Source: an optimization exercise on an open RTL-to-GDS flow (aim: small area). Production flows keep margins and buffers that such runs may drop.
No run shown here included a check of the RTL's function; only the layout flow was run.
Power and IR drop assume default switching activity.

==> design/flow/design.v <==
module Adder8421(
    input [16:0] a,
    input [8:0] b,
    output [16:0] c
);
function automatic [4:0] add4(input [3:0] x, input [3:0] y, input ci);
    integer i;
    reg cc;
    reg [3:0] s;
    begin
        cc=ci;
        for(i=0;i<4;i=i+1)begin
            s[i]=x[i]^y[i]^cc;
            cc=(x[i]&y[i])|(cc&(x[i]^y[i]));
        end
        add4={cc,s};
    end
endfunction
function automatic [4:0] digit(input [4:0] s);      
    reg corr;
    begin
        corr=!s[4]&s[3]&(s[2]|s[1]);
        digit={s[4]|corr,corr?{1'b0,s[2]&s[1],s[2]&!s[1],s[0]}:s[3:0]};
    end
endfunction
wire [4:0] d0=digit(add4(a[3:0],b[3:0],1'b0));
wire [4:0] d1=digit(add4(a[7:4],b[7:4],d0[4]));
wire [4:0] d2=digit(add4(a[11:8],{3'd0,b[8]},d1[4]));
wire [4:0] d3=digit(add4(a[15:12],4'd0,d2[4]));
assign c={a[16]^d3[4],d3[3:0],d2[3:0],d1[3:0],d0[3:0]};
endmodule
module JK(
    input J,K,clk,
    input reset,
    output out
);
reg e;
assign out=e;
always @(posedge clk)begin
    if(reset)e<=0;
    else if(J)e<=1;
    else if(K)e<=0;
end
endmodule
module STreg(
    input clk,
    input rst,
    input reset,
    input we,
    input [15:0] data,
    input [15:0] ldata,
    output [15:0] out,
    output [2:0] lcode
);
reg [15:0] re;
reg [2:0] lc;
reg modi;
wire hi=(ldata>=16'hff6a);
wire [7:0] lb=ldata[7:0];
wire [2:0] wc=hi?((lb==8'h6a)?3'd0:(lb<=8'h97)?3'd1:(lb<=8'hc4)?3'd2:(lb<=8'hf1)?3'd3:3'd4):
                 ((ldata<=16'd30)?3'd4:(ldata<=16'd120)?3'd5:(ldata<=16'd210)?3'd6:3'd7);
always @(posedge clk)begin
    if(we&&modi)begin
        re<=data;
        lc<=wc;
    end else if(rst)begin
        re<=0;
        lc<=3'd4;
    end
    if(reset)modi<=0;
    else modi<=!we;
end
assign out=re;
assign lcode=lc;
endmodule
module Judge(
    input clk,
    input start,
    input reset,
    input [15:0] now,
    input [15:0] fac,
    output [2:0] out,
    output signed [15:0] modi,
    output ready
);
reg [1:0] state;
reg [2:0] res;
reg [15:0] dec;              
reg [15:0] rmodi;
assign modi=rmodi;
reg resd;
assign out=res;
assign ready=resd;
wire [15:0] r=rmodi;
wire rb=(r>=16'd65176);
wire lt31 =(r<16'd31) |(rb&(r<16'd65207));
wire lt46 =(r<16'd46) |(rb&(r<16'd65222));
wire lt61 =(r<16'd61) |(rb&(r<16'd65237));
wire lt180=(r<16'd180)|(rb&(r<16'd65356));
wire lt300=(r<16'd300)|(rb&(r<16'd65476));
wire lt315=(r<16'd315)|(rb&(r<16'd65491));
wire lt330=(r<16'd330)|(rb&(r<16'd65506));
wire rsub=(r<16'd360&&r>=16'd180);
wire radd=(r>=16'd360&&r<=16'hff4B);
function automatic [16:0] add16(input [15:0] x, input [15:0] y, input ci);
    integer i;
    reg cc;
    reg [15:0] s;
    begin
        cc=ci;
        for(i=0;i<16;i=i+1)begin
            s[i]=x[i]^y[i]^cc;
            cc=(x[i]&y[i])|(cc&(x[i]^y[i]));
        end
        add16={cc,s};
    end
endfunction
wire [16:0] facnow=add16(fac,~now,1'b1);
wire [16:0] radj=add16(r,rsub?16'hfe98:16'h0168,1'b0);
always @(posedge clk) dec<=facnow[15:0];
always @ (posedge clk) begin
    if(reset)begin
        state<=0;
        resd<=0;
        res<=0;
        rmodi<=0;
    end else
    case(state)
        2'd0:begin
            resd<=0;
            if(start)begin
                state<=1;
            end
        end
        2'd1:begin
            rmodi<=dec;
            state<=2;
        end
        2'd2:begin
            state<=3;
            if(rsub||radd)begin
                rmodi<=radj[15:0];
            end
            if(lt180)begin
                if(!lt46)begin
                    if(!lt61)res<=3'b111;
                    else res<=3'b110;
                end else begin
                    if(!lt31)res<=3'b101;
                    else res<=3'b100;
                end
            end else begin
                if(lt315)begin
                    if(lt300)res<=3'b011;
                    else res<=3'b010;
                end else begin
                    if(lt330)res<=3'b001;
                    else res<=3'b000;
                end
            end
        end
        2'd3:begin
            state<=0;
            resd<=1;
        end
    endcase
end
endmodule
module Score#(
    parameter AC=16'h100
)(
    input clk,
    input rst,
    input reset,
    input cal,
    input [2:0] result,
    input signed [15:0] dev,
    output [31:0] out
);
reg [8:0] mid;
reg [16:0] score;
wire [16:0] value;
wire [5:0] m=dev[15]?dev[5:0]:(~dev[5:0])+6'd1;
wire [3:0] mlo=4'd9-{1'b0,m[2:0]};
wire [3:0] mhi8=4'd8-{1'b0,m[5:3]};
wire [3:0] mhi9=4'd9-{1'b0,m[5:3]};
reg start;
reg state;
reg [3:0] astate;
wire ok=(astate==4'd8);
Adder8421 adder(
    .a(score),
    .b(mid),
    .c(value)
);
always @(posedge clk)begin
    if(reset)astate<=4'd9;
    else if(rst)astate<=4'd9;
    else if(astate==4'd9)begin
        if(start)astate<=4'd0;
    end else if(astate==4'd8)astate<=4'd9;
    else astate<=astate+4'd1;    
end
always @(posedge clk)begin
    if(reset)begin
        state<=0;
        start<=0;
        score<=0;
    end else if(rst)score<=0;
    else begin
        if(state)begin
            start<=0;
            if(ok)begin
                state<=0;
                score<=value;
            end
        end else begin
            if(cal)begin
                state<=1;
                start<=1;
                if(result[1:0]==0)begin
                    mid<=AC;
                end else if(result[1:0]==3)begin
                    mid<=0;
                end else if(result[1])begin
                    mid<={1'b0,mhi8,mlo};
                end else begin
                    mid<={1'b0,mhi9,mlo};
                end
            end
        end
    end
end
assign out={15'd0,score};
endmodule
module memroad(a, x, y, anti, lc, d);
  input [7:0] a;
  wire [7:0] a;
  output [7:0] x;
  wire [7:0] x;
  output [7:0] y;
  wire [7:0] y;
  output anti;
  wire anti;
  output [2:0] lc;
  wire [2:0] lc;
  output d;
  wire d;
  wire _000_;
  wire _001_;
  wire _002_;
  wire _003_;
  wire _004_;
  wire _005_;
  wire _006_;
  wire _007_;
  wire _008_;
  wire _009_;
  wire _010_;
  wire _011_;
  wire _012_;
  wire _013_;
  wire _014_;
  wire _015_;
  wire _016_;
  wire _017_;
  wire _018_;
  wire _019_;
  wire _020_;
  wire _021_;
  wire _022_;
  wire _023_;
  wire _024_;
  wire _025_;
  wire _026_;
  wire _027_;
  wire _028_;
  wire _029_;
  wire _030_;
  wire _031_;
  wire _032_;
  wire _033_;
  wire _034_;
  wire _035_;
  wire _036_;
  wire _037_;
  wire _038_;
  wire _039_;
  wire _040_;
  wire _041_;
  wire _042_;
  wire _043_;
  wire _044_;
  wire _045_;
  wire _046_;
  wire _047_;
  wire _048_;
  wire _049_;
  wire _050_;
  wire _051_;
  wire _052_;
  wire _053_;
  wire _054_;
  wire _055_;
  wire _056_;
  wire _057_;
  wire _058_;
  wire _059_;
  wire _060_;
  wire _061_;
  wire _062_;
  wire _063_;
  wire _064_;
  wire _065_;
  wire _066_;
  wire _067_;
  wire _068_;
  wire _069_;
  wire _070_;
  wire _071_;
  wire _072_;
  wire _073_;
  wire _074_;
  wire _075_;
  wire _076_;
  wire _077_;
  wire _078_;
  wire _079_;
  wire _080_;
  wire _081_;
  wire _082_;
  wire _083_;
  wire _084_;
  wire _085_;
  wire _086_;
  wire _087_;
  wire _088_;
  wire _089_;
  wire _090_;
  wire _091_;
  wire _092_;
  wire _093_;
  wire _094_;
  wire _095_;
  wire _096_;
  wire _097_;
  wire _098_;
  wire _099_;
  wire _100_;
  wire _101_;
  wire _102_;
  wire _103_;
  wire _104_;
  wire _105_;
  wire _106_;
  wire _107_;
  wire _108_;
  wire _109_;
  wire _110_;
  wire _111_;
  wire _112_;
  wire _113_;
  wire _114_;
  wire _115_;
  wire _116_;
  wire _117_;
  wire _118_;
  wire _119_;
  wire _120_;
  wire _121_;
  wire _122_;
  wire _123_;
  wire _124_;
  wire _125_;
  wire _126_;
  wire _127_;
  wire _128_;
  wire _129_;
  wire _130_;
  wire _131_;
  wire _132_;
  wire _133_;
  wire _134_;
  wire _135_;
  wire _136_;
  wire _137_;
  wire _138_;
  wire _139_;
  wire _140_;
  wire _141_;
  wire _142_;
  wire _143_;
  wire _144_;
  wire _145_;
  wire _146_;
  wire _147_;
  wire _148_;
  wire _149_;
  wire _150_;
  wire _151_;
  wire _152_;
  wire _153_;
  wire _154_;
  wire _155_;
  wire _156_;
  wire _157_;
  wire _158_;
  wire _159_;
  wire _160_;
  wire _161_;
  wire _162_;
  wire _163_;
  wire _164_;
  wire _165_;
  wire _166_;
  wire _167_;
  wire _168_;
  wire _169_;
  wire _170_;
  wire _171_;
  wire _172_;
  wire _173_;
  wire _174_;
  wire _175_;
  wire _176_;
  wire _177_;
  wire _178_;
  wire _179_;
  wire _180_;
  wire _181_;
  wire _182_;
  wire _183_;
  wire _184_;
  wire _185_;
  wire _186_;
  wire _187_;
  wire _188_;
  wire _189_;
  wire _190_;
  wire _191_;
  wire _192_;
  wire _193_;
  wire _194_;
  wire _195_;
  wire _196_;
  wire _197_;
  wire _198_;
  wire _199_;
  wire _200_;
  wire _201_;
  wire _202_;
  wire _203_;
  wire _204_;
  wire _205_;
  wire _206_;
  wire _207_;
  wire _208_;
  wire _209_;
  wire _210_;
  wire _211_;
  wire _212_;
  wire _213_;
  wire _214_;
  wire _215_;
  wire _216_;
  wire _217_;
  wire _218_;
  wire _219_;
  wire _220_;
  wire _221_;
  wire _222_;
  wire _223_;
  wire _224_;
  wire _225_;
  wire _226_;
  wire _227_;
  wire _228_;
  wire _229_;
  wire _230_;
  wire _231_;
  wire _232_;
  wire _233_;
  wire _234_;
  wire _235_;
  wire _236_;
  wire _237_;
  wire _238_;
  wire _239_;
  wire _240_;
  wire _241_;
  wire _242_;
  wire _243_;
  wire _244_;
  wire _245_;
  wire _246_;
  wire _247_;
  wire _248_;
  wire _249_;
  wire _250_;
  wire _251_;
  wire _252_;
  wire _253_;
  wire _254_;
  wire _255_;
  wire _256_;
  wire _257_;
  wire _258_;
  wire _259_;
  wire _260_;
  wire _261_;
  wire _262_;
  wire _263_;
  wire _264_;
  wire _265_;
  wire _266_;
  wire _267_;
  wire _268_;
  wire _269_;
  wire _270_;
  wire _271_;
  wire _272_;
  wire _273_;
  wire _274_;
  wire _275_;
  wire _276_;
  wire _277_;
  wire _278_;
  wire _279_;
  wire _280_;
  wire _281_;
  wire _282_;
  wire _283_;
  wire _284_;
  wire _285_;
  wire _286_;
  wire _287_;
  wire _288_;
  wire _289_;
  wire _290_;
  wire _291_;
  wire _292_;
  wire _293_;
  wire _294_;
  wire _295_;
  wire _296_;
  wire _297_;
  wire _298_;
  wire _299_;
  wire _300_;
  wire _301_;
  wire _302_;
  wire _303_;
  wire _304_;
  wire _305_;
  wire _306_;
  wire _307_;
  wire _308_;
  wire _309_;
  wire _310_;
  wire _311_;
  wire _312_;
  wire _313_;
  wire _314_;
  wire _315_;
  wire _316_;
  wire _317_;
  wire _318_;
  wire _319_;
  wire _320_;
  wire _321_;
  wire _322_;
  wire _323_;
  wire _324_;
  wire _325_;
  wire _326_;
  wire _327_;
  wire _328_;
  wire _329_;
  wire _330_;
  wire _331_;
  wire _332_;
  wire _333_;
  wire _334_;
  wire _335_;
  wire _336_;
  wire _337_;
  wire _338_;
  wire _339_;
  wire _340_;
  wire _341_;
  wire _342_;
  wire _343_;
  wire _344_;
  wire _345_;
  wire _346_;
  wire _347_;
  wire _348_;
  wire _349_;
  wire _350_;
  wire _351_;
  wire _352_;
  wire _353_;
  wire _354_;
  wire _355_;
  wire _356_;
  wire _357_;
  wire _358_;
  wire _359_;
  wire _360_;
  wire _361_;
  wire _362_;
  wire _363_;
  wire _364_;
  wire _365_;
  wire _366_;
  wire _367_;
  wire _368_;
  wire _369_;
  wire _370_;
  wire _371_;
  wire _372_;
  wire _373_;
  wire _374_;
  wire _375_;
  wire _376_;
  wire _377_;
  wire _378_;
  wire _379_;
  wire _380_;
  wire _381_;
  wire _382_;
  wire _383_;
  wire _384_;
  wire _385_;
  wire _386_;
  wire _387_;
  wire _388_;
  wire _389_;
  wire _390_;
  wire _391_;
  wire _392_;
  wire _393_;
  wire _394_;
  wire _395_;
  wire _396_;
  wire _397_;
  wire _398_;
  wire [20:0] _399_;
  assign _192_ = ~a[6];
  assign _202_ = a[2] & a[1];
  assign _212_ = _202_ | a[3];
  assign _223_ = ~a[4];
  assign _232_ = ~(a[3] | a[0]);
  assign _243_ = _232_ | _223_;
  assign _253_ = _243_ | ~(_212_);
  assign _264_ = _253_ ^ a[0];
  assign _274_ = ~(a[2] | a[1]);
  assign _285_ = a[3] & ~(_274_);
  assign _296_ = ~_285_;
  assign _306_ = ~(a[4] | a[0]);
  assign _316_ = ~(a[3] | a[4]);
  assign _326_ = ~_316_;
  assign _336_ = ~((_326_ & a[0]) | (_306_ & _296_));
  assign _346_ = a[5] ? _264_ : _336_;
  assign _347_ = _192_ ? a[0] : _346_;
  assign _348_ = a[6] | a[5];
  assign _349_ = ~(_316_ & a[7]);
  assign _350_ = _349_ | _348_;
  assign _351_ = _202_ | a[0];
  assign d = ~((_351_ | _350_) & (_347_ | a[7]));
  assign _352_ = ~a[2];
  assign _353_ = ~(a[1] | a[0]);
  assign _354_ = _353_ | _352_;
  assign _355_ = _350_ | ~(_354_);
  assign _356_ = ~(a[2] | a[0]);
  assign _357_ = a[1] ? a[2] : _356_;
  assign _358_ = a[4] & ~(a[3]);
  assign _359_ = ~_358_;
  assign _360_ = ~a[3];
  assign _361_ = ~a[0];
  assign _362_ = a[2] & ~(a[1]);
  assign _363_ = a[1] & ~(a[2]);
  assign _364_ = ~(_363_ | _362_);
  assign _365_ = _361_ ? _352_ : _364_;
  assign _366_ = _360_ & ~(_365_);
  assign _367_ = a[3] & a[1];
  assign _368_ = _367_ | a[4];
  assign _369_ = _356_ | _360_;
  assign _370_ = _368_ | ~(_369_);
  assign _371_ = ~(_370_ | _366_);
  assign _372_ = a[5] & ~(_371_);
  assign _373_ = ~((_359_ | _357_) & _372_);
  assign _374_ = a[3] & a[4];
  assign _375_ = ~_374_;
  assign _376_ = ~a[1];
  assign _377_ = a[2] & a[0];
  assign _378_ = _377_ & ~(_376_);
  assign _379_ = ~_378_;
  assign _380_ = ~((_326_ | _202_) & (_379_ | _375_));
  assign _381_ = ~((_380_ | a[5]) & a[6]);
  assign _382_ = _373_ & ~(_381_);
  assign _383_ = ~a[7];
  assign _384_ = ~a[5];
  assign _385_ = _316_ & _274_;
  assign _386_ = a[3] & a[2];
  assign _387_ = ~_386_;
  assign _388_ = ~(a[3] | a[2]);
  assign _389_ = ~((_353_ & _388_) | _223_);
  assign _390_ = ~((_389_ & _387_) | _385_);
  assign _391_ = _386_ & ~(_353_);
  assign _392_ = _391_ & ~(_223_);
  assign _393_ = _392_ | a[5];
  assign _394_ = ~((_393_ | _385_) & (_390_ | _384_));
  assign _395_ = ~((_394_ | a[6]) & _383_);
  assign y[6] = ~((_395_ | _382_) & _355_);
  assign _396_ = ~_202_;
  assign _397_ = ~_356_;
  assign _398_ = a[1] & ~(a[3]);
  assign _000_ = a[3] & ~(a[1]);
  assign _001_ = ~(_000_ | _398_);
  assign _002_ = ~((_001_ | _397_) & _396_);
  assign _003_ = ~(a[5] | a[4]);
  assign _004_ = a[1] & a[0];
  assign _005_ = _004_ | _352_;
  assign _006_ = _353_ | _360_;
  assign _007_ = _005_ | ~(_006_);
  assign _008_ = a[4] & ~(a[5]);
  assign _009_ = ~((_008_ & _007_) | (_003_ & _002_));
  assign _010_ = ~(a[4] & a[0]);
  assign _011_ = a[4] & ~(_367_);
  assign _012_ = ~_011_;
  assign _013_ = a[0] & ~(a[1]);
  assign _014_ = a[2] ? a[3] : _013_;
  assign _015_ = ~((_012_ & _010_) | _014_);
  assign _016_ = ~((_360_ | a[4]) & _192_);
  assign _017_ = ~((_016_ | _015_) & _348_);
  assign _018_ = ~_388_;
  assign _019_ = _004_ | a[4];
  assign _020_ = ~((_019_ | _018_) & _253_);
  assign _021_ = _353_ | _004_;
  assign _022_ = _352_ & ~(_021_);
  assign _023_ = a[3] & ~(a[0]);
  assign _024_ = _023_ | _388_;
  assign _025_ = _386_ | _376_;
  assign _026_ = ~_025_;
  assign _027_ = _024_ ? _376_ : _026_;
  assign _028_ = ~((_027_ & _223_) | (_022_ & _358_));
  assign _029_ = a[5] ? _020_ : _028_;
  assign _030_ = ~((_029_ & a[6]) | (_017_ & _009_));
  assign y[1] = ~((_030_ | a[7]) & _355_);
  assign _031_ = _004_ | a[2];
  assign _032_ = ~_031_;
  assign _033_ = ~(_032_ | _355_);
  assign _034_ = ~_033_;
  assign _035_ = ~_232_;
  assign _036_ = _364_ & ~(_035_);
  assign _037_ = _391_ | _223_;
  assign _038_ = _037_ | _036_;
  assign _039_ = _353_ | a[2];
  assign _040_ = ~((_021_ | _359_) & (_039_ | _375_));
  assign _041_ = a[0] & ~(a[2]);
  assign _042_ = _376_ ? _361_ : _041_;
  assign _043_ = _360_ ? _202_ : _042_;
  assign _044_ = _043_ & ~(a[4]);
  assign _045_ = _044_ | _040_;
  assign _046_ = ~((_045_ & _384_) | (_038_ & _372_));
  assign _047_ = _046_ & ~(_192_);
  assign _048_ = a[0] & ~(a[3]);
  assign _049_ = _376_ & ~(_048_);
  assign _050_ = _352_ & ~(_023_);
  assign _051_ = _050_ & ~(_049_);
  assign _052_ = _223_ ? _274_ : _051_;
  assign _053_ = _052_ | _384_;
  assign _054_ = ~((_053_ & _009_) | a[6]);
  assign _055_ = ~((_054_ | _047_) & _383_);
  assign y[4] = ~(_055_ & _034_);
  assign _056_ = _031_ & ~(_360_);
  assign _057_ = _223_ & ~(_056_);
  assign _058_ = ~(_354_ & _360_);
  assign _059_ = _058_ & ~(_057_);
  assign _060_ = _353_ & ~(a[2]);
  assign _061_ = _060_ | a[3];
  assign _062_ = _379_ & ~(_061_);
  assign _063_ = ~_062_;
  assign _064_ = a[2] & ~(a[0]);
  assign _065_ = _064_ | _360_;
  assign _066_ = _364_ & ~(_065_);
  assign _067_ = a[4] & ~(_066_);
  assign _068_ = _025_ | _041_;
  assign _069_ = _223_ & ~(_000_);
  assign _070_ = ~((_069_ & _068_) | (_067_ & _063_));
  assign _071_ = a[4] ? a[3] : _036_;
  assign _072_ = _384_ ? _070_ : _071_;
  assign _073_ = _202_ & ~(_360_);
  assign _074_ = _061_ & ~(_223_);
  assign _075_ = _074_ & ~(_073_);
  assign _076_ = _000_ & ~(a[2]);
  assign _077_ = _000_ | _352_;
  assign _078_ = _077_ & ~(_076_);
  assign _079_ = ~((_078_ | a[4]) & _192_);
  assign _080_ = ~((_079_ | _075_) & (_072_ | _192_));
  assign _081_ = _348_ ? _080_ : _059_;
  assign x[3] = ~((_081_ | a[7]) & _355_);
  assign _082_ = _398_ | _274_;
  assign _083_ = a[3] | ~(a[2]);
  assign _084_ = ~(_386_ | _388_);
  assign _085_ = _084_ | a[1];
  assign _086_ = ~((_083_ | _361_) & _085_);
  assign _087_ = _223_ ? _082_ : _086_;
  assign _088_ = _357_ & ~(_360_);
  assign _089_ = _274_ | a[3];
  assign _090_ = _021_ & ~(_089_);
  assign _091_ = ~(_090_ | _088_);
  assign _092_ = ~(_023_ | _048_);
  assign _093_ = a[1] & ~(a[0]);
  assign _094_ = a[2] & ~(_093_);
  assign _095_ = ~((_094_ & _092_) | (_023_ & a[1]));
  assign _096_ = _223_ ? _091_ : _095_;
  assign _097_ = a[5] ? _087_ : _096_;
  assign _098_ = _351_ & ~(_076_);
  assign _099_ = a[5] & a[4];
  assign _100_ = ~_099_;
  assign _101_ = _351_ & ~(a[4]);
  assign _102_ = _388_ | ~(_004_);
  assign _103_ = _048_ & ~(a[1]);
  assign _104_ = a[4] & ~(_388_);
  assign _105_ = _104_ & ~(_103_);
  assign _106_ = ~(_023_ | _274_);
  assign _107_ = ~((_106_ & _105_) | (_102_ & _101_));
  assign _108_ = _366_ | ~(_057_);
  assign _109_ = _384_ ? _107_ : _108_;
  assign _110_ = ~((_100_ | _098_) & _109_);
  assign _111_ = a[6] ? _097_ : _110_;
  assign _112_ = _350_ | a[2];
  assign lc[2] = ~((_112_ | _004_) & (_111_ | a[7]));
  assign _113_ = _094_ | _103_;
  assign _114_ = _113_ | _368_;
  assign _115_ = _367_ | _352_;
  assign _116_ = ~_115_;
  assign _117_ = ~((_116_ & _035_) | (_001_ & _356_));
  assign _118_ = ~((_117_ | _100_) & (_114_ | _384_));
  assign _119_ = ~_367_;
  assign _120_ = _023_ & ~(a[2]);
  assign _121_ = ~((_120_ | a[1]) & (_397_ | _119_));
  assign _122_ = _232_ | _376_;
  assign _123_ = _122_ | _041_;
  assign _124_ = ~(a[3] | a[1]);
  assign _125_ = _356_ | ~(_124_);
  assign _126_ = ~(_125_ | _377_);
  assign _127_ = _123_ & ~(_126_);
  assign _128_ = _223_ ? _121_ : _127_;
  assign _129_ = ~((_128_ & _384_) | _118_);
  assign _130_ = ~_105_;
  assign _131_ = ~_064_;
  assign _132_ = ~_022_;
  assign _133_ = ~((_132_ & _131_) | _360_);
  assign _134_ = ~((_101_ & _119_) | a[5]);
  assign _135_ = ~((_133_ | _130_) & _134_);
  assign _136_ = _004_ & ~(_083_);
  assign _137_ = _136_ | _274_;
  assign _138_ = ~_362_;
  assign _139_ = ~((_138_ & a[0]) | _391_);
  assign _140_ = _223_ ? _137_ : _139_;
  assign _141_ = _140_ | _384_;
  assign _142_ = _141_ & _135_;
  assign _143_ = ~((_142_ | a[6]) & (_033_ | _383_));
  assign lc[1] = ~((_129_ & a[6]) | _143_);
  assign _144_ = _001_ | _361_;
  assign _145_ = a[3] ? a[2] : _353_;
  assign _146_ = _145_ | a[4];
  assign _147_ = _144_ & ~(_146_);
  assign _148_ = ~((_364_ | _353_) & _358_);
  assign _149_ = _148_ & ~(_147_);
  assign _150_ = ~((_202_ & _223_) | _274_);
  assign _151_ = _150_ | a[3];
  assign _152_ = _384_ ? _149_ : _151_;
  assign _153_ = ~(_363_ & _048_);
  assign _154_ = ~((_153_ & _067_) | (_132_ & _223_));
  assign _155_ = _354_ & ~(_060_);
  assign _156_ = ~((_155_ | _019_) & _153_);
  assign _157_ = _384_ & ~(_316_);
  assign _158_ = ~((_157_ & _156_) | (_154_ & a[5]));
  assign _159_ = a[6] ? _152_ : _158_;
  assign _160_ = _112_ | _376_;
  assign lc[0] = ~((_160_ | a[0]) & (_159_ | a[7]));
  assign _161_ = ~((_138_ & _361_) | a[4]);
  assign _162_ = ~_013_;
  assign _163_ = a[2] ? a[3] : _162_;
  assign _164_ = ~((_163_ & _011_) | (_161_ & _144_));
  assign _165_ = ~_136_;
  assign _166_ = _092_ & ~(_352_);
  assign _167_ = ~((_166_ | _376_) & (_138_ | _360_));
  assign _168_ = _223_ & ~(_120_);
  assign _169_ = _168_ & ~(_049_);
  assign _170_ = ~((_169_ & _165_) | (_167_ & a[4]));
  assign _171_ = a[5] ? _164_ : _170_;
  assign _172_ = _360_ ? _377_ : _396_;
  assign _173_ = _103_ | _041_;
  assign _174_ = _173_ | _093_;
  assign _175_ = a[4] ? _172_ : _174_;
  assign _176_ = ~_069_;
  assign _177_ = a[3] & ~(a[2]);
  assign _178_ = _049_ & ~(_177_);
  assign _179_ = ~((_122_ | _377_) & a[4]);
  assign _180_ = _039_ & ~(_023_);
  assign _181_ = ~((_180_ | _176_) & (_179_ | _178_));
  assign _182_ = _384_ & ~(_181_);
  assign _183_ = ~((_175_ & a[5]) | _182_);
  assign _184_ = a[6] ? _171_ : _183_;
  assign x[5] = ~((_184_ | a[7]) & (_112_ | a[1]));
  assign _185_ = _348_ | a[7];
  assign y[7] = _385_ & ~(_185_);
  assign _186_ = a[5] ? _253_ : _370_;
  assign _187_ = _186_ & ~(_192_);
  assign _188_ = _326_ | _378_;
  assign _189_ = ~_391_;
  assign _190_ = ~((_032_ | _359_) & (_019_ | _189_));
  assign _191_ = a[5] ? _188_ : _190_;
  assign _193_ = ~((_191_ | a[6]) & _383_);
  assign anti = ~((_193_ | _187_) & _112_);
  assign _194_ = _392_ | _373_;
  assign _195_ = ~_004_;
  assign _196_ = ~((_021_ | _386_) & (_195_ | _360_));
  assign _197_ = ~(_196_ & _104_);
  assign _198_ = ~((_316_ & _396_) | a[5]);
  assign _199_ = ~((_198_ & _197_) | _192_);
  assign _200_ = _124_ & ~(a[2]);
  assign _201_ = _223_ ? _200_ : _084_;
  assign _203_ = _223_ & ~(_202_);
  assign _204_ = _326_ & ~(_203_);
  assign _205_ = _204_ | _200_;
  assign _206_ = _205_ & ~(_393_);
  assign _207_ = ~((_201_ & a[5]) | _206_);
  assign _208_ = ~((_207_ & _192_) | (_199_ & _194_));
  assign y[5] = ~((_208_ | a[7]) & _355_);
  assign _209_ = _223_ & ~(_391_);
  assign _210_ = _089_ & ~(_243_);
  assign _211_ = _210_ | _384_;
  assign _213_ = ~((_209_ & _212_) | _211_);
  assign _214_ = _363_ & ~(a[3]);
  assign _215_ = _008_ & ~(_214_);
  assign _216_ = _215_ | _213_;
  assign _217_ = a[2] ? _223_ : _326_;
  assign _218_ = ~((_217_ | _353_) & _387_);
  assign _219_ = _218_ | _074_;
  assign _220_ = ~_204_;
  assign _221_ = ~((_220_ & _058_) | (_202_ & _374_));
  assign _222_ = _384_ ? _219_ : _221_;
  assign _224_ = a[6] ? _216_ : _222_;
  assign x[6] = _383_ & ~(_224_);
  assign _225_ = _374_ | _384_;
  assign _226_ = _209_ | _225_;
  assign _227_ = _215_ ? _380_ : _226_;
  assign _228_ = ~((_353_ & _384_) | a[4]);
  assign _229_ = _058_ ? _008_ : _228_;
  assign _230_ = ~((_229_ | a[6]) & _383_);
  assign x[7] = ~((_227_ & a[6]) | _230_);
  assign _231_ = ~_389_;
  assign _233_ = _119_ & ~(_365_);
  assign _234_ = ~((_233_ | a[4]) & (_066_ | _231_));
  assign _235_ = _357_ | _326_;
  assign _236_ = _074_ | ~(_235_);
  assign _237_ = _236_ | _056_;
  assign _238_ = _384_ ? _234_ : _237_;
  assign _239_ = a[6] & ~(_238_);
  assign _240_ = ~_088_;
  assign _241_ = _125_ & ~(_368_);
  assign _242_ = ~((_241_ & a[5]) | (_240_ & _099_));
  assign _244_ = ~((_064_ | _362_) & (_353_ | a[3]));
  assign _245_ = a[4] & ~(_363_);
  assign _246_ = _018_ & ~(_019_);
  assign _247_ = _398_ | ~(_064_);
  assign _248_ = ~((_247_ & _246_) | (_245_ & _244_));
  assign _249_ = _248_ | a[5];
  assign _250_ = ~((_249_ & _242_) | a[6]);
  assign _251_ = _250_ | a[7];
  assign x[2] = ~((_251_ | _239_) & _355_);
  assign _252_ = a[5] & ~(_389_);
  assign _254_ = ~((_188_ | _022_) & _252_);
  assign _255_ = _155_ | _124_;
  assign _256_ = ~((_255_ & _003_) | (_008_ & _366_));
  assign _257_ = ~((_256_ & _254_) | _192_);
  assign _258_ = ~((_200_ | _285_) & _223_);
  assign _259_ = ~(_258_ & a[5]);
  assign _260_ = ~(_048_ & _274_);
  assign _261_ = a[4] & ~(_056_);
  assign _262_ = ~((_261_ & _260_) | _259_);
  assign _263_ = _031_ | ~(_006_);
  assign _265_ = ~((_048_ & a[1]) | _352_);
  assign _266_ = ~((_265_ & a[4]) | (_263_ & _203_));
  assign _267_ = _266_ & ~(a[5]);
  assign _268_ = _267_ | a[6];
  assign _269_ = ~((_268_ | _262_) & _383_);
  assign y[2] = ~((_269_ | _257_) & _355_);
  assign _270_ = _021_ & ~(_115_);
  assign _271_ = ~((_270_ & _223_) | (_001_ & _306_));
  assign _272_ = ~((_023_ & _138_) | _223_);
  assign _273_ = ~((_356_ | _212_) & _272_);
  assign _275_ = _273_ & _271_;
  assign _276_ = _275_ | _348_;
  assign _277_ = _124_ | _377_;
  assign _278_ = ~((_356_ & _367_) | _277_);
  assign _279_ = _177_ ? _376_ : _093_;
  assign _280_ = ~(_279_ | _173_);
  assign _281_ = a[4] ? _278_ : _280_;
  assign _282_ = ~((_092_ | _274_) & (_018_ | a[0]));
  assign _283_ = ~_001_;
  assign _284_ = ~_092_;
  assign _286_ = ~((_284_ | a[2]) & (_283_ | _131_));
  assign _287_ = _223_ ? _282_ : _286_;
  assign _288_ = _384_ ? _281_ : _287_;
  assign _289_ = _083_ & ~(_144_);
  assign _290_ = _289_ | _166_;
  assign _291_ = _361_ & ~(_000_);
  assign _292_ = ~((_291_ & a[2]) | (_077_ & a[0]));
  assign _293_ = a[4] ? _290_ : _292_;
  assign _294_ = _293_ & ~(_384_);
  assign _295_ = a[6] ? _288_ : _294_;
  assign _297_ = _276_ & ~(_295_);
  assign x[4] = ~((_297_ | a[7]) & (_112_ | _013_));
  assign _298_ = ~((_220_ & _384_) | a[6]);
  assign _299_ = ~((_006_ & a[2]) | _223_);
  assign _300_ = _131_ & ~(_122_);
  assign _301_ = _299_ & ~(_300_);
  assign _302_ = _301_ | _259_;
  assign _303_ = ~((_363_ & _232_) | a[4]);
  assign _304_ = _303_ & ~(_066_);
  assign _305_ = ~((_013_ | _369_) & a[4]);
  assign _307_ = _212_ & ~(_305_);
  assign _308_ = ~((_307_ | _304_) & _384_);
  assign _309_ = ~_039_;
  assign _310_ = ~((_283_ & _064_) | (_177_ & _004_));
  assign _311_ = ~((_310_ | a[4]) & (_359_ | _309_));
  assign _312_ = ~((_311_ & a[5]) | _192_);
  assign _313_ = ~((_312_ & _308_) | (_302_ & _298_));
  assign x[0] = ~((_313_ | a[7]) & _160_);
  assign _314_ = _040_ & ~(a[5]);
  assign _315_ = a[3] ? _060_ : _031_;
  assign _317_ = ~((_315_ & _223_) | (_314_ & _018_));
  assign _318_ = a[4] & ~(_084_);
  assign _319_ = a[5] & ~(_060_);
  assign _320_ = ~(_319_ & _318_);
  assign _321_ = ~((_320_ & _298_) | (_317_ & _187_));
  assign y[0] = ~((_321_ | a[7]) & _034_);
  assign _322_ = _389_ | a[5];
  assign _323_ = _064_ | ~(_083_);
  assign _324_ = _376_ ? _323_ : _050_;
  assign _325_ = ~((_324_ & _223_) | _322_);
  assign _327_ = ~((_062_ & a[5]) | _192_);
  assign _328_ = ~((_319_ & _089_) | a[6]);
  assign _329_ = _383_ & ~(_328_);
  assign _330_ = ~((_327_ | a[4]) & _329_);
  assign y[3] = ~((_330_ | _325_) & _355_);
  assign _331_ = ~(_064_ & a[1]);
  assign _332_ = ~((_331_ & _057_) | _074_);
  assign _333_ = _361_ ? a[2] : _177_;
  assign _334_ = _333_ & ~(_376_);
  assign _335_ = _232_ | a[4];
  assign _337_ = ~((_284_ & _376_) | _333_);
  assign _338_ = ~((_337_ | _223_) & (_335_ | _334_));
  assign _339_ = a[5] ? _332_ : _338_;
  assign _340_ = _010_ | _388_;
  assign _341_ = ~((_340_ | _367_) & (_335_ | _133_));
  assign _342_ = ~((_115_ & _361_) | (_124_ & _377_));
  assign _343_ = ~((_342_ | _223_) & _271_);
  assign _344_ = a[5] ? _341_ : _343_;
  assign _345_ = a[6] ? _339_ : _344_;
  assign x[1] = ~((_345_ | a[7]) & (_112_ | a[1]));
  assign _399_ = { x, y, anti, lc, d };
endmodule
module Solve#(
    parameter Y=150,
    parameter X=200
)(
    input clk,
    input rst,
    input halt,
    input prepare,
    input start,
    input next,
    input switcher,
    input sw2,
    input auto,
    input keep,
    input [15:0] length,
    input [15:0] now,
    input [4:0] debug,
    output [15:0] dataput,
    output [31:0] dataput2,
    output wrong,
    output solved,
    output fakeclick,
    output [31:0] score,
    output signed [15:0] wwmodi,
    output ready,
    output wfresh,
    output [11:0] wcolorp,
    output [17:0] wBLOn,
    output nnote0,
    output [15:0] wnotex,wnotey,
    output [15:0] wperc,
    output endpass
);
localparam IDLE=10;
localparam WAITSTART=1;
localparam READNOTE=2;
localparam READINGNOTE=3;
localparam README=4;
localparam READINGSWI=5;
localparam WAIT=6;
localparam WAITJUDGE=7;
localparam CACHEDEV=8;
localparam PASS=14;
localparam WRONG=15;
localparam XY=X*Y;
localparam LAST=132;         
function automatic [16:0] add16(input [15:0] x, input [15:0] y, input ci);
    integer i;
    reg cc;
    reg [15:0] s;
    begin
        cc=ci;
        for(i=0;i<16;i=i+1)begin
            s[i]=x[i]^y[i]^cc;
            cc=(x[i]&y[i])|(cc&(x[i]^y[i]));
        end
        add16={cc,s};
    end
endfunction
function automatic lt8(input [7:0] x, input [7:0] y);
    integer i;
    reg r;
    begin
        r=1'b0;
        for(i=0;i<8;i=i+1)
            r=(~x[i]&y[i])|(r&(~x[i]|y[i]));
        lt8=r;
    end
endfunction
reg [3:0] state;
reg [7:0] cur;
reg pz;
wire rd=(state==READNOTE)||(state==README)||(state==READINGSWI)||(state==READINGNOTE);
wire [16:0] cur1w=add16({8'd0,cur},16'd0,1'b1);
wire [7:0] cur1=cur1w[7:0];
reg [1:0] sn;                
reg tillf;                   
reg [3:0] ak;                
reg signed [15:0] modi;
reg [3:0] waitr;
reg [3:0] cc;                
reg fclick;
reg fresh;
reg dealtadd;
reg invalidadd;
reg preparing;
reg beginscore;
reg judgestart;
wire [7:0] nx,ny;
wire anti,nd;
wire [2:0] lc;
memroad memroad(
    .a(cur),
    .x(nx),
    .y(ny),
    .anti(anti),
    .lc(lc),
    .d(nd)
);
reg [3:0] lk;                
always @(*) begin
    case(lc)
        3'd1: lk=4'd1;
        3'd2: lk=4'd2;
        3'd3: lk=4'd3;
        3'd4: lk=4'd4;
        3'd5: lk=4'd6;
        3'd6: lk=4'd8;
        default: lk=4'd0;
    endcase
end
wire [8:0] notel=lk*6'd45;
wire [8:0] alldev=ak[2:0]*6'd45;
wire pge=anti?(nd?(now>16'd179&&now<16'd65356):(now>16'd359)):
              (nd?(now<16'd181||now>16'd540):(now<16'd1||now>16'd360));
reg [15:0] pk;
always @(*) begin
    case({anti,nd,pge})
        3'b100: pk=16'd0;
        3'b101: pk=16'hfe98;
        3'b110: pk=16'd180;
        3'b111: pk=16'hff4c;
        3'b000: pk=16'd361;
        3'b001: pk=16'd1;
        3'b010: pk=16'd541;
        default: pk=16'd181;
    endcase
end
wire [15:0] perc=(anti?now:~now)+pk;
assign wperc=perc;
wire addsign;
wire [15:0] outnow;
wire [2:0] lcode;
JK regjk(
    .clk(clk),
    .reset(rst),
    .J(next),
    .K(dealtadd||(state==IDLE)),
    .out(addsign)
);
STreg regtime(
    .clk(clk),
    .reset(rst),
    .rst(prepare),
    .we(next),
    .data(now),
    .ldata(length),
    .out(outnow),
    .lcode(lcode)
);
wire [2:0] jures;
wire AC=~(jures[1]&jures[0]);
wire judgeready;
wire signed [15:0] wmodi;
assign wwmodi=modi;
Judge judger(
    .clk(clk),
    .reset(rst),
    .start(judgestart),
    .ready(judgeready),
    .now(outnow),
    .fac({7'd0,alldev}),
    .modi(wmodi),
    .out(jures)
);
Score #(.AC(16'h100)) scorer(
    .clk(clk),
    .rst(preparing),
    .reset(rst),
    .cal(beginscore),
    .dev(wmodi),
    .result(jures),
    .out(score)
);
wire [16:0] taskri_d=add16({7'd0,notel},modi,1'b0);
reg [15:0] taskri;
always @(posedge clk) taskri<=taskri_d[15:0];
wire [16:0] dl=add16(length,~taskri,1'b1);           
wire nb=dl[16];
wire [15:0] d=dl[15:0];
wire len_eq=(d==16'd0);                               
wire ge80=(d>=16'd80);
wire len_ge=(taskri>=16'hffb0)?(nb|ge80):(nb&ge80);   
wire len_le=(taskri>16'd90&&taskri<=16'd65445)?(!nb&&d<=16'd65446):(length==16'd0);  
wire early=(lcode<=lc);      
wire seq=pz?(sn==2'd0||sn==2'd3):((sn==2'd1&&cur==8'd48)||(sn==2'd2&&cur==8'd94));
wire s2=(sn==2'd2);
wire [3:0] snote4={s2,s2,s2,sn[0]^sn[1]};
assign ready=(state==WAITSTART);
assign wrong=(state==WRONG);
assign wnotex={8'd0,nx};
assign wnotey={8'd0,ny};
assign solved=dealtadd&&(!invalidadd);
assign fakeclick=fclick;
assign wBLOn=(sn==2'd2)?XY:(sn==2'd3)?2*XY:18'd0;
assign wfresh=fresh;
reg [11:0] colorp;
always @(*) begin
    case(cc)
        4'd12:colorp=12'h2f0;
        4'd13:colorp=12'hff0;
        4'd14:colorp=12'hf80;
        4'd15:colorp=12'hf00;
        4'd8:colorp=12'h0f2;
        4'd9:colorp=12'h0ff;
        4'd10:colorp=12'h08f;
        4'd11:colorp=12'h22f;
        default:colorp=12'h000;
    endcase
end
assign wcolorp=colorp;
assign nnote0=!pz&&(rd?!cur[0]:cur[0]);
assign endpass=(state==PASS);
always @(posedge clk) begin
    if(rst)begin
        state<=IDLE;
        fclick<=0;
        fresh<=0;
        pz<=1;
        cur<=8'd255;
        sn<=0;
        modi<=0;
        waitr<=0;
        preparing<=0;
        cc<=0;
        dealtadd<=0;
        invalidadd<=0;
        beginscore<=0;
        judgestart<=0;
    end else
    case(state)
        IDLE:begin
            if(prepare)begin
                fresh<=0;
                pz<=1;
                modi<=0;
                waitr<=15;
                preparing<=1;
                sn<=0;
                ak<=0;
                state<=READNOTE;
            end
        end
        WAITSTART:begin
            preparing<=0;
            if(start)begin
                fresh<=1;
                state<=WAIT;
            end
        end
        READNOTE:begin
            fresh<=0;
            dealtadd<=0;
            beginscore<=0;
            state<=README;
        end
        READINGSWI:begin
            fresh<=1;
            sn<=sn+2'd1;
            state<=README;
        end
        READINGNOTE:begin
            cur<=pz?8'd0:cur1;
            pz<=0;
            tillf<=1;
            if(!pz&&cur==LAST-1)state<=PASS;
            else state<=CACHEDEV;
        end
        README:begin
            fresh<=0;
            state<=seq?READINGSWI:READINGNOTE;
        end
        CACHEDEV: begin
            fresh<=0;
            dealtadd<=0;
            invalidadd<=0;
            fclick<=0;
            if(tillf)begin
                tillf<=0;
                ak<=ak+lk;
            end else if(ak[3])begin
                ak[3]<=1'b0;
            end else if(preparing)begin
                state<=WAITSTART;
            end else if(waitr!=4'd15)begin
                waitr<=waitr+4'd1;
            end else state<=WAIT;
        end
        WAIT: begin
            fresh<=0;
            if(debug[4]&&lt8(cur,{debug[3:0],3'd0}))begin
                state<=READNOTE;
                fresh<=1;
            end else if(halt)begin
                state<=IDLE;
            end else if(addsign)begin
                dealtadd<=1;
                if((early&&keep)||len_le)begin
                    state<=CACHEDEV;
                    invalidadd<=1;
                end else begin
                    state<=WAITJUDGE;
                    judgestart<=1;
                end
            end else if(len_ge)begin
                if(keep)begin
                    state<=CACHEDEV;
                    waitr<=4'd1;
                    fclick<=1;
                end
                else begin
                    modi<=-16'sd80;
                    cc<=4'd11;
                    state<=WRONG;
                end
            end else if(auto)begin
                if(len_eq)begin
                    state<=CACHEDEV;
                    waitr<=4'd1;
                    fclick<=1;
                end
            end
        end
        WAITJUDGE:begin
            judgestart<=0;
            if(judgeready)begin
                cc<={1'b1,jures};
                modi<=wmodi;
                if((!AC)&&(!keep))begin
                    state<=WRONG;
                end else begin
                    beginscore<=1;
                    state<=READNOTE;
                end
            end
        end
        WRONG:begin
            if(halt)begin
                state<=IDLE;
            end
        end
        PASS:begin
            if(halt)begin
                state<=IDLE;
            end
        end
        default:;
    endcase
end
wire [16:0] nmodi17=add16(~modi,16'd0,1'b1);
wire [15:0] nmodi=nmodi17[15:0];
assign dataput=switcher?(sw2?perc[15:0]:now[15:0]):{snote4,waitr[3:0],state[3:0],4'd0};
wire [31:0] putdata1={colorp,1'd0,jures,score[31:16]};
wire [31:0] putdata2={modi[15:0],wmodi[15:0]};
wire [31:0] dataput22=switcher?putdata1:putdata2;
wire [31:0] putdata3=switcher?{modi,nmodi}:{nmodi,modi};
assign dataput2=sw2?putdata3:dataput22;
endmodule
==> design/flow/flow/run.sh <==
#!/bin/bash
# Standard layout, with the port buffers made of the smallest buffer cell
# and a clock tree of smaller buffers without dummy loads.
export BUFFER_PORTS_ARGS="-buffer_cell sky130_fd_sc_hd__buf_1"
export CTS_ARGS="-sink_clustering_enable -repair_clock_nets -dont_use_dummy_load -buf_list sky130_fd_sc_hd__clkbuf_8 -sink_clustering_size 16"
bash standard.sh > standard.log 2>&1
==> design/flow/standard.sh <==
#!/bin/bash
# synth_recipe.tcl (not shown) runs the flow's synth.tcl, then flattens the netlist and writes it again
# the make line also repeats each setting of config.mk as NAME=value (left out here)
make -C /OpenROAD-flow-scripts/flow DESIGN_CONFIG=/design/flow/config.mk WORK_HOME=/design/flow/orfs CLKGATE_MAP_FILE= SYNTH_SCRIPT=/design/flow/synth_recipe.tcl "${@:-finish}"
==> design/flow/config.mk <==
export PLATFORM = sky130hd
export DESIGN_NAME = Solve
export DESIGN_NICKNAME = Solve
export VERILOG_FILES = /design/flow/design.v
export SDC_FILE = /design/flow/constraint.sdc
export NUM_CORES = 4
export LEC_CHECK = 0
export CAP_MARGIN = 20
export CORE_MARGIN = 2
export CORE_UTILIZATION = 40
export SLEW_MARGIN = 20
export SYNTH_MEMORY_MAX_BITS = 65536
==> design/flow/constraint.sdc <==
create_clock -name core_clock -period 10.0 [get_ports {clk}]
set_input_delay 2.0000 -clock core_clock [delete_from_list [all_inputs] [get_ports {clk}]]
set_output_delay 2.0000 -clock core_clock [all_outputs]
set_load 0.01 [all_outputs]
==> run notes, run 1 <==
Setup path
STA puts the critical path data required time at 10.34 ns. STA puts the critical path data arrival time at 9.84 ns. Along the worst path, the maximum fanout reaches 7. The element type at the critical path start is an input pin. The worst setup path is captured at a flip-flop. The last element of the critical path is waitr[1]$_SDFFE_PP0P_. The startpoint identified for the worst register-to-register timing path is cur[1]$_SDFFE_PP1P_.

The critical register-to-register path endpoint is taskri[15]$_DFF_P_. The worst reg-to-reg setup slack is 1.74 ns. The depth of the worst register-to-register path is 29.

The worst setup path startpoint is length[0]. The startpoint-to-endpoint class of the critical path is in -> reg.

GRT
Global routing used 26.4% of the available tracks. The first global-routing pass estimated 80800 µm of wire. The number of global-route vias before repair came to 13900. The total overflow left after global routing is 0.

The pin count of the biggest net entering global routing is 54. The number of antenna violations at the first check in global routing was 0.

STA
The summed negative setup slack over all endpoints is 0 ns. The worst relative slew slack is 32.6%. On the final layout, the worst hold slack is 0.442 ns. The number of hold-slack violations in the final timing report was 0. Setup violations remaining at the end of the flow were counted as 0.

Between clock sinks in the finished design, the worst skew comes to 0.0343 ns. At the pin with the least slew margin, the transition time is 1.01 ns. The number of max-slew violations in the final report is 0. After layout, the minimum clock period comes to 9.49 ns. Setup repair after global routing left no endpoint under its margin. Based on the critical path, the design can be clocked at up to 105 MHz. Of the available clock period, the critical path in the final layout requires 94.9%.

Clock network
The clock transition at the registers of the reported paths is 0.10 ns. The clock passes through at most 2 buffers. The TritonCTS clock tree is yes. The post-CTS repair timing setup buffer count is 0.

The tree built by TritonCTS fans out to 165 sinks. Clock tree synthesis selected as its root buffer the cell clkbuf_8. CTS built an H-tree with a depth of 4. TritonCTS created 17 clock buffers. The later pin in the worst-skew pair is clocked with a latency of 0.47 ns. Post-CTS repair changed the size of 0 cells. Buffers inserted to repair hold after CTS numbered 0.

Synthesis
Summed over its instances, the top area cell type makes up 17.4% of the synthesized netlist area. After synthesis, the mean cell area works out to 7.93 µm². In this run, synthesis produced a sequential element count of 165. In this run, synthesis inferred 33 flip-flops with an integrated enable. By area the synthesized netlist is led by dfxtp_1, ha_1, fa_1, edfxtp_1, a21oi_1. The gate count of the mapped netlist is 1912.

The register area share after synthesis is 24.0%. Summing every instance area after synthesis gives 0.0152 mm². The async set-reset flop share out of synthesis is 0%. Of all cell types, the one taking the most synthesized area is dfxtp_1. The prevailing post-synth register cell is dfxtp_1.

Yosys mapped the design onto 97 distinct sky130hd cell types. The number of synthesis warnings is 6.

Detailed routing
After detailed routing, the total wire length is 52000 µm. The first-iteration detailed-routing DRC count is 1428. The detailed router placed 14700 vias in this run. The number of nets still failing antenna checks after routing is 0.

For this run, design rule violations remaining after detail routing come to 0. The average routed wire per standard cell is 20.6 µm. In the routed layout, each cell is associated on average with a via count of 5.82.

Before antenna repair, the detailed router went through 6 iterations.

Power and ir drop
The power per cell area is 194 mW/mm². Of the total power, registers draw 32.9%. Summed over all cells, the static leakage comes to 6.57 nW. The share of power burned in combinational logic is 55.2%. The clock power share is 11.9%.

VDD sags by at most 0.0739 mV. The analysis attributes to net switching a power of 1.51 mW. Of the total power, the share spent switching nets is 47.9%. The internal power contribution is 1.64 mW.

Finish
The combined area of the multi-input logic cells is 0.0102 mm². The count of cells in the finished layout, fillers not included, comes to 2521. The share of final-layout standard cells stronger than drive strength 1 is 4.38%. In the final design database the tool counted 2241 nets. The layout has 3850 filler cells. The footprint of the flip-flops and latches is 0.00363 mm². Compared with the post-synthesis result, the final layout area differs by 7.14%. 0 antenna diodes ended up in the layout.

Floorplan
The I/O pin count is 228. The placeable core area is 0.0375 mm². The floorplan step defined a die boundary enclosing 0.0395 mm².

The floorplan step set the die width to 199 µm. The floorplan row count is 71. The chip height is 199 µm. The starting utilization of the core area is 40.4%.

Outcome
The run finished with no timing, DRC or antenna violations.

Placed design
Input and output buffers added on the ports amount to 189. The number of placed cells counting well taps is 2503. At the end of routability-driven placement, the weighted congestion stood at 0.978. The sum of net half-perimeters after detailed placement is 39600 µm.

Worst hold path
The worst hold path begins at regtime.re[15]$_SDFFCE_PN0P_. The worst min-delay path category is reg -> reg.

Job
The tool flagged a number of max-cap violations equal to 0.
## cells in the mapped netlist (10+ instances only)
master    number
nor2_1       176
inv_1        145
a21oi_1      137
o21ai_0      135
dfxtp_1      132
nand2_1      129
ha_1         128
clkbuf_1      93
buf_4         54
fa_1          54
nor3_1        53
nand3_1       52
mux2i_1       50
a31oi_1       40
a211oi_1      39
nand2b_1      38
edfxtp_1      33
xnor2_1       28
xor2_1        28
nor2b_1       27
and3_1        26
o22ai_1       24
buf_1         20
nor4_1        17
a21o_1        16
nand4_1       14
o21a_1        12
and2_1        11
o211ai_1      11
or2_2         10
## registers in the layout, summed over array words and instances, names as in the netlist, 7 cells and up
signal,count
scorer.score,17
judger.dec,16
judger.rmodi,16
modi,16
regtime.re,16
taskri,16
scorer.mid,9
cur,8
wcolorp,7
## worst min path at each step
stage | end | slack, ns | cells after the start
global placement | judger.dec[15]$_DFF_P_ | 0.43 | 1
global route | judger.dec[15]$_DFF_P_ | 0.49 | 1
CTS | judger.dec[15]$_DFF_P_ | 0.45 | 1
detailed placement | judger.dec[15]$_DFF_P_ | 0.43 | 1
finish | judger.dec[15]$_DFF_P_ | 0.44 | 1
floorplan | judger.dec[15]$_DFF_P_ | 0.42 | 1
## power groups by stage
stage               Sequential (mW)  Clock, mW  Combinational, mW
floorplan                     0.921          0               1.30
global placement               1.04          0               1.69
detailed placement             1.04          0               1.72
CTS                            1.03      0.385               1.73
global route                   1.05      0.412               1.96
finish                         1.03      0.376               1.74
## metal layers
metal / vias to the layer above / wire (µm) / global-route usage, %
met5: - / 0 / 0
li1: 6898 / - / -
met1: 6994 / 22400 / 35.0
met2: 668 / 24000 / 43.1
met3: 118 / 3970 / 5.05
met4: 0 / 1540 / 8.57
## cell usage in the layout (no fill, tap or decap), drive strengths merged, types with 19 or more instances in the layout
cell / instances
o22ai: 24
xor2: 28
edfxtp: 33
ha: 128
nand3: 52
nor3: 53
a21oi: 138
mux2i: 50
nor2: 178
a211oi: 39
clkbuf: 20
xnor2: 28
conb: 39
inv: 148
nor4: 19
dfxtp: 132
fa: 54
nand2b: 38
o21ai: 140
and3: 26
nor2b: 27
nand2: 129
buf: 215
a31oi: 40
## cell type report
cell class                 count  area share [%]
multi-input combinational   1460            63.0
sequential                   165            22.4
timing repair buffer         218            5.81
tap                          511            3.94
inverter                     150            3.47
clock buffer                  17            1.44
## worst max-delay path: stages
cell	delay [ns]
buf_1	0.11
inv_1	0.07
ha_1	0.15
inv_1	0.05
fa_1	0.37
fa_1	0.39
fa_1	0.39
fa_1	0.40
fa_1	0.39
fa_1	0.41
fa_1	0.42
fa_1	0.40
fa_1	0.39
fa_1	0.39
fa_1	0.39
fa_1	0.36
inv_1	0.07
fa_1	0.15
inv_1	0.05
fa_1	0.45
or4_4	0.55
nor4b_4	0.27
maj3_4	0.27
mux2_4	0.31
nand3b_2	0.11
a21o_1	0.25
nor3_1	0.08
a31o_1	0.19
## per-stage QoR
stage	util, %	setup WS (ns)	area, µm²	total power, mW
floorplan	-	0.615	15300	2.22
global placement	42.7	0.187	16000	2.73
detailed placement	42.7	0.0920	16000	2.76
CTS	43.3	0.568	16200	3.14
global route	43.3	0.245	16200	3.42
finish	43.3	0.506	16200	3.15
## cell families (layout without fill, tap and decap cells)
| family | after synthesis | in the layout | share of synthesized area, % |
|---|---|---|---|
| DFF | 165 | 165 | 24.0 |
| other | 2 | 39 | 0.0495 |
| xor gates and xnor gates | 56 | 56 | 3.23 |
| AOI/OAI and AO/OA | 528 | 528 | 22.4 |
| buffers and inverters | 324 | 385 | 9.48 |
| muxes | 52 | 52 | 3.47 |
| adders and majority gates | 184 | 184 | 17.8 |
| and+or+nand+nor | 601 | 601 | 19.6 |
==> run 2: changes to the inputs <==
--- a/design/flow/design.v
+++ b/design/flow/design.v
@@ -82,9 +82,10 @@
     output [2:0] out,
     output signed [15:0] modi,
-    output ready
+    output ready,
+    output idle
 );
 reg [1:0] state;
 reg [2:0] res;
-reg [15:0] dec;              
+reg [15:0] decn;             
 reg [15:0] rmodi;
 assign modi=rmodi;
@@ -92,4 +93,5 @@
 assign out=res;
 assign ready=resd;
+assign idle=(state==2'd0)&&!resd;
 wire [15:0] r=rmodi;
 wire rb=(r>=16'd65176);
@@ -116,7 +118,7 @@
     end
 endfunction
-wire [16:0] facnow=add16(fac,~now,1'b1);
+wire [16:0] facnow=add16(~fac,now,1'b0);       
 wire [16:0] radj=add16(r,rsub?16'hfe98:16'h0168,1'b0);
-always @(posedge clk) dec<=facnow[15:0];
+always @(posedge clk) decn<=facnow[15:0];
 always @ (posedge clk) begin
     if(reset)begin
@@ -134,5 +136,5 @@
         end
         2'd1:begin
-            rmodi<=dec;
+            rmodi<=~decn;
             state<=2;
         end
@@ -1147,5 +1149,6 @@
 reg tillf;                   
 reg [3:0] ak;                
-reg signed [15:0] modi;
+reg [15:0] mn;               
+wire signed [15:0] modi=~mn;
 reg [3:0] waitr;
 reg [3:0] cc;                
@@ -1155,6 +1158,7 @@
 reg invalidadd;
 reg preparing;
-reg beginscore;
-reg judgestart;
+wire jidle;
+wire beginscore=(state==READNOTE)&&!fresh&&!pz;
+wire judgestart=(state==WAITJUDGE)&&jidle;
 wire [7:0] nx,ny;
 wire anti,nd;
@@ -1229,4 +1233,5 @@
     .start(judgestart),
     .ready(judgeready),
+    .idle(jidle),
     .now(outnow),
     .fac({7'd0,alldev}),
@@ -1243,8 +1248,9 @@
     .out(score)
 );
-wire [16:0] taskri_d=add16({7'd0,notel},modi,1'b0);
-reg [15:0] taskri;
-always @(posedge clk) taskri<=taskri_d[15:0];
-wire [16:0] dl=add16(length,~taskri,1'b1);           
+wire [16:0] tn_d=add16(mn,~{7'd0,notel},1'b1);
+reg [15:0] tn;
+always @(posedge clk) tn<=tn_d[15:0];
+wire [15:0] taskri=~tn;
+wire [16:0] dl=add16(length,tn,1'b1);                
 wire nb=dl[16];
 wire [15:0] d=dl[15:0];
@@ -1290,5 +1296,5 @@
         cur<=8'd255;
         sn<=0;
-        modi<=0;
+        mn<=16'hffff;
         waitr<=0;
         preparing<=0;
@@ -1296,6 +1302,4 @@
         dealtadd<=0;
         invalidadd<=0;
-        beginscore<=0;
-        judgestart<=0;
     end else
     case(state)
@@ -1304,5 +1308,5 @@
                 fresh<=0;
                 pz<=1;
-                modi<=0;
+                mn<=16'hffff;
                 waitr<=15;
                 preparing<=1;
@@ -1322,5 +1326,4 @@
             fresh<=0;
             dealtadd<=0;
-            beginscore<=0;
             state<=README;
         end
@@ -1371,5 +1374,4 @@
                 end else begin
                     state<=WAITJUDGE;
-                    judgestart<=1;
                 end
             end else if(len_ge)begin
@@ -1380,5 +1382,5 @@
                 end
                 else begin
-                    modi<=-16'sd80;
+                    mn<=16'h004f;
                     cc<=4'd11;
                     state<=WRONG;
@@ -1393,12 +1395,10 @@
         end
         WAITJUDGE:begin
-            judgestart<=0;
             if(judgeready)begin
                 cc<={1'b1,jures};
-                modi<=wmodi;
+                mn<=~wmodi;
                 if((!AC)&&(!keep))begin
                     state<=WRONG;
                 end else begin
-                    beginscore<=1;
                     state<=READNOTE;
                 end
@@ -1418,5 +1418,5 @@
     endcase
 end
-wire [16:0] nmodi17=add16(~modi,16'd0,1'b1);
+wire [16:0] nmodi17=add16(mn,16'd0,1'b1);
 wire [15:0] nmodi=nmodi17[15:0];
 assign dataput=switcher?(sw2?perc[15:0]:now[15:0]):{snote4,waitr[3:0],state[3:0],4'd0};
==> run notes, run 2 <==
GRT
The overall fraction of global-route tracks in use is 24.7% (-1.6 points). The number of global-route vias before repair is 13500 (-3.0%). The residual overflow from global routing is 0 (unchanged). The global-route wire length before repair is 76000 µm (-5.9%). The number of antenna violations at the first check in global routing was 0 (unchanged). The pin count of the biggest net entering global routing is 74 (+37%).

Synthesis
The mean cell area of the mapped netlist was 7.76 µm² (-2.2%). The cell area after synthesis is 0.0150 mm² (-1.2%). After synthesis, the most frequently instantiated cells are nor2_1, inv_1, nand2_1, a21oi_1, dfxtp_1. The portion of synthesized cell area occupied by the leading cell type is 17.4% (-0.061 points). The prevailing post-synth register cell is dfxtp_1. The number of synthesized flops with an enable pin came to 33 (unchanged).

After synthesis, the cell types taking the most area are dfxtp_1, ha_1, fa_1, edfxtp_1, a21oi_1. The register area share after synthesis came to 24.0% (about the same). The number of register bits inferred by synthesis came to 163 (-1.2%). The number of distinct library cells after synthesis was 84 (-13%). The biggest area consumer among synthesized cells is dfxtp_1.

The number of synthesis warnings came to 6 (unchanged). The async set-reset flop share out of synthesis is 0% (unchanged). Among all cell types in the netlist, the one instantiated most often is nor2_1.

The gate count of the mapped netlist is 1932 (+1.0%).

Clock network
The TritonCTS clock tree is yes. The buffer depth of the longest clock path came to 2 (unchanged). The deepest level of the CTS H-tree was 4 (unchanged).

The clock sink count is 163 (-1.2%). The number of buffers inserted for hold repair after clock tree synthesis is 0 (unchanged). The clock buffer count from CTS is 17 (unchanged).

The clock transition at the registers of the reported paths was 0.06 ns (-0.04 ns). The clock latency reported for the late side of the worst-skew pair was 0.47 ns (about the same). The master cell of the clock root buffer is clkbuf_8.

Floorplan
The x dimension of the die was 198 µm (-0.57%). The placeable core area is 0.0368 mm² (-1.9%). The die footprint is 0.0390 mm² (-1.1%). The I/O pin count came to 228 (unchanged). The floorplan row count is 70 (-1.4%).

The starting utilization of the core area came to 40.7% (+0.29 points). The chip height is 198 µm (-0.57%).

Power and ir drop
The highest ir drop seen on vdd is 0.0863 mV (+17%). The standby leakage power is 6.92 nW (+5.4%). The overall power is 2.96 mW (-5.8%). The power per cell area is 184 mW/mm² (-5.2%).

Finish
The register name with the most flops is scorer.score. The number of fill cells is 3801 (-1.3%). The number of non-filler instances in the completed layout was 2509 (-0.48%). In the layout the commonest cells are nor2_1, buf_1, inv_1. The final antenna diode count is 0 (unchanged).

The number of nets in the layout is 2272 (+1.4%). The share of final-layout standard cells stronger than drive strength 1 was 4.46% (+0.080 points). The area added between synthesis and finish is 7.77%. The most common library cell in the layout ignoring fill and taps is nor2_1. The flip-flop count of the largest register, all copies and words added was 17 (unchanged).

STA
The transition at the pin with the smallest max-transition slack is 1.09 ns (+0.0803 ns). The number of max-slew violations in the final report is 0 (unchanged). The number of failing setup endpoints in the final timing report came to 0 (unchanged).

The achievable clock frequency is 102 MHz (-2.9%). The worst clock skew on the final layout came to 0.0476 ns (+0.0133 ns). The number of hold-slack violations in the final timing report is 0 (unchanged). The worst relative slew slack is 27.3% (-5.4 points). The final critical-path required period came to 9.78 ns (+0.289 ns).

The fraction of the cycle the final worst path needs is 97.8% (+2.9 points). The final-layout worst hold slack is 0.465 ns (+0.0224 ns).

Detailed routing
The length of the first detailed-routing pass in iterations came to 6 (unchanged). The vias after detailed routing came to 14600 (-0.69%). The average vias per placed instance is 5.81 (-0.21%). The routed wire length was 49500 µm (-4.8%). The first-iteration detailed-routing DRC count is 1248 (-13%). The number of nets still failing antenna checks after routing is 0 (unchanged). The residual DRC count was 0 (unchanged). The average routed wire per standard cell came to 19.7 µm (-4.3%).

Worst hold path
The worst hold path stage count was 2 (+1). The worst min-delay path category is reg -> reg.

Placed design
The number of buffer cells added on primary ports is 189 (unchanged). The sum of net half-perimeters after detailed placement is 37000 µm (-6.5%). The number of placed cells counting well taps came to 2489 (-0.56%). The final RePlAce weighted congestion is 0.952 (-2.7%).

Outcome
The run finished with no timing, DRC or antenna violations.

Setup path
The type of element capturing the critical path is a flip-flop. The worst setup path is launched from an input pin. The highest cell delay on the worst timing path is 0.51 ns (-0.04 ns). The worst-path maximum fanout is 14 (+7). The setup path with the least slack is of type in -> reg.

On the critical path, the stage with the largest delay is an instance of fa_1. The data required time at the worst endpoint is 10.32 ns (-0.02 ns). The depth of the worst register-to-register path is 29 (unchanged). The arrival time of data at the critical path endpoint was 10.10 ns (+0.26 ns). In this design, the critical path's most frequently occurring cell is fa_1.

Job
The number of max-cap violations was 0 (unchanged).
-- run 2: per-layer routing --
metal / share of wire [%] / up-vias / GRT usage, %
met5: 0 / - / 0
met4: 2.6 / 0 / 7.80
met3: 7.1 / 81 / 3.11
met2: 43 / 650 / 38.0
met1: 47 / 6891 / 36.0
li1: - / 6955 / -
-- run 2: final cells by class --
class                           instances  area (µm²)  area share, %
Clock buffer                           17         234           1.45
Inverter                              171         642           3.97
Multi-Input combinational cell       1463       10100           62.3
Sequential cell                       163        3590           22.3
Tap cell                              468         586           3.63
Timing Repair Buffer                  227        1030           6.37
-- run 2: path summary, 6_finish.rpt --
path                          from               endpoint  slack (ns)
min reg2reg  dealtadd$_SDFFE_PP0P_  dealtadd$_SDFFE_PP0P_        0.46
max reg2reg          tn[0]$_DFF_P_     mn[4]$_SDFFE_PP1P_        1.54
min          dealtadd$_SDFFE_PP0P_  dealtadd$_SDFFE_PP0P_        0.46
max                      length[0]     mn[4]$_SDFFE_PP1P_        0.22
-- run 2: cells by family (layout without fill, tap and decap cells) --
group	after synthesis	in the layout	share of synthesized area [%]
XOR/XNOR	54	54	3.16
other	2	39	0.0501
AO/OA/AOI/OAI	528	528	22.6
adder cells (fa/ha/maj)	186	186	18.2
buffers and inverters	343	415	9.94
multiplexers	30	30	2.01
flip-flops	163	163	24.0
AND/OR/NAND/NOR	626	626	20.0
-- run 2: critical path: cells and delay by family --
family,cells,cell delay (ns)
adders and majority gates,17,6.31
and+or+nand+nor,5,0.77
buffers and inverters,6,0.59
AOI/OAI and AO/OA,2,0.43
-- run 2: power by group --
group / switching [mW] / internal [mW] / leakage, nW
clock network: 0.220 / 0.150 / 0.122
logic: 0.979 / 0.628 / 5.40
registers: 0.193 / 0.794 / 1.39
total: 1.39 / 1.57 / 6.92
-- run 2: stage by stage --
| step | utilization, % | instance area [µm²] | setup TNS [ns] | worst slack [ns] |
|---|---|---|---|---|
| 3_5_place_dp | 43.1 | 15900 | -6.88 | -0.307 |
| 5_1_grt | 43.9 | 16100 | -0.0784 | -0.0181 |
| 3_3_place_gp | 43.1 | 15900 | -2.14 | -0.150 |
| 2_1_floorplan | - | 15100 | 0 | 0.190 |
| 6_report | 43.9 | 16100 | 0 | 0.217 |
| 4_1_cts | 43.7 | 16100 | 0 | 0.166 |
-- run 2: timing repair --
action	4_1_cts	5_1_grt
setup buffers	0	2
setup endpoints to repair	0	29
resized for setup	0	4
endpoints found under the hold margin	0	0

what the ideal ports hide:
No port has a modelled driver above. Below, the same layouts with a new extraction and two added sets of constraints. Step 1, drivers: a clkbuf_16 drives clk and a buf_2 each remaining input, both assumed. Step 2 times the ports against the registers' clock, not the clock port: input delays grow and output delays shrink by t, the midpoint of the rising clock arrivals with the driver on. a / b / c = ideal ports / drivers / drivers and shift; a / b = the first two.
run	t, ns	setup slack, ns	latest minus earliest clock arrival (ns)
run 1	0.504	0.506 / 0.532 / 0.029	0.035 / 0.035
run 2	0.494	0.217 / 0.243 / -0.251	0.051 / 0.052
Met with ideal ports but missed after step 2: setup timing in run 2. For run 1, which loses most, drivers alone change the setup slack by +0.026 ns; drivers and shift together by -0.477 ns.
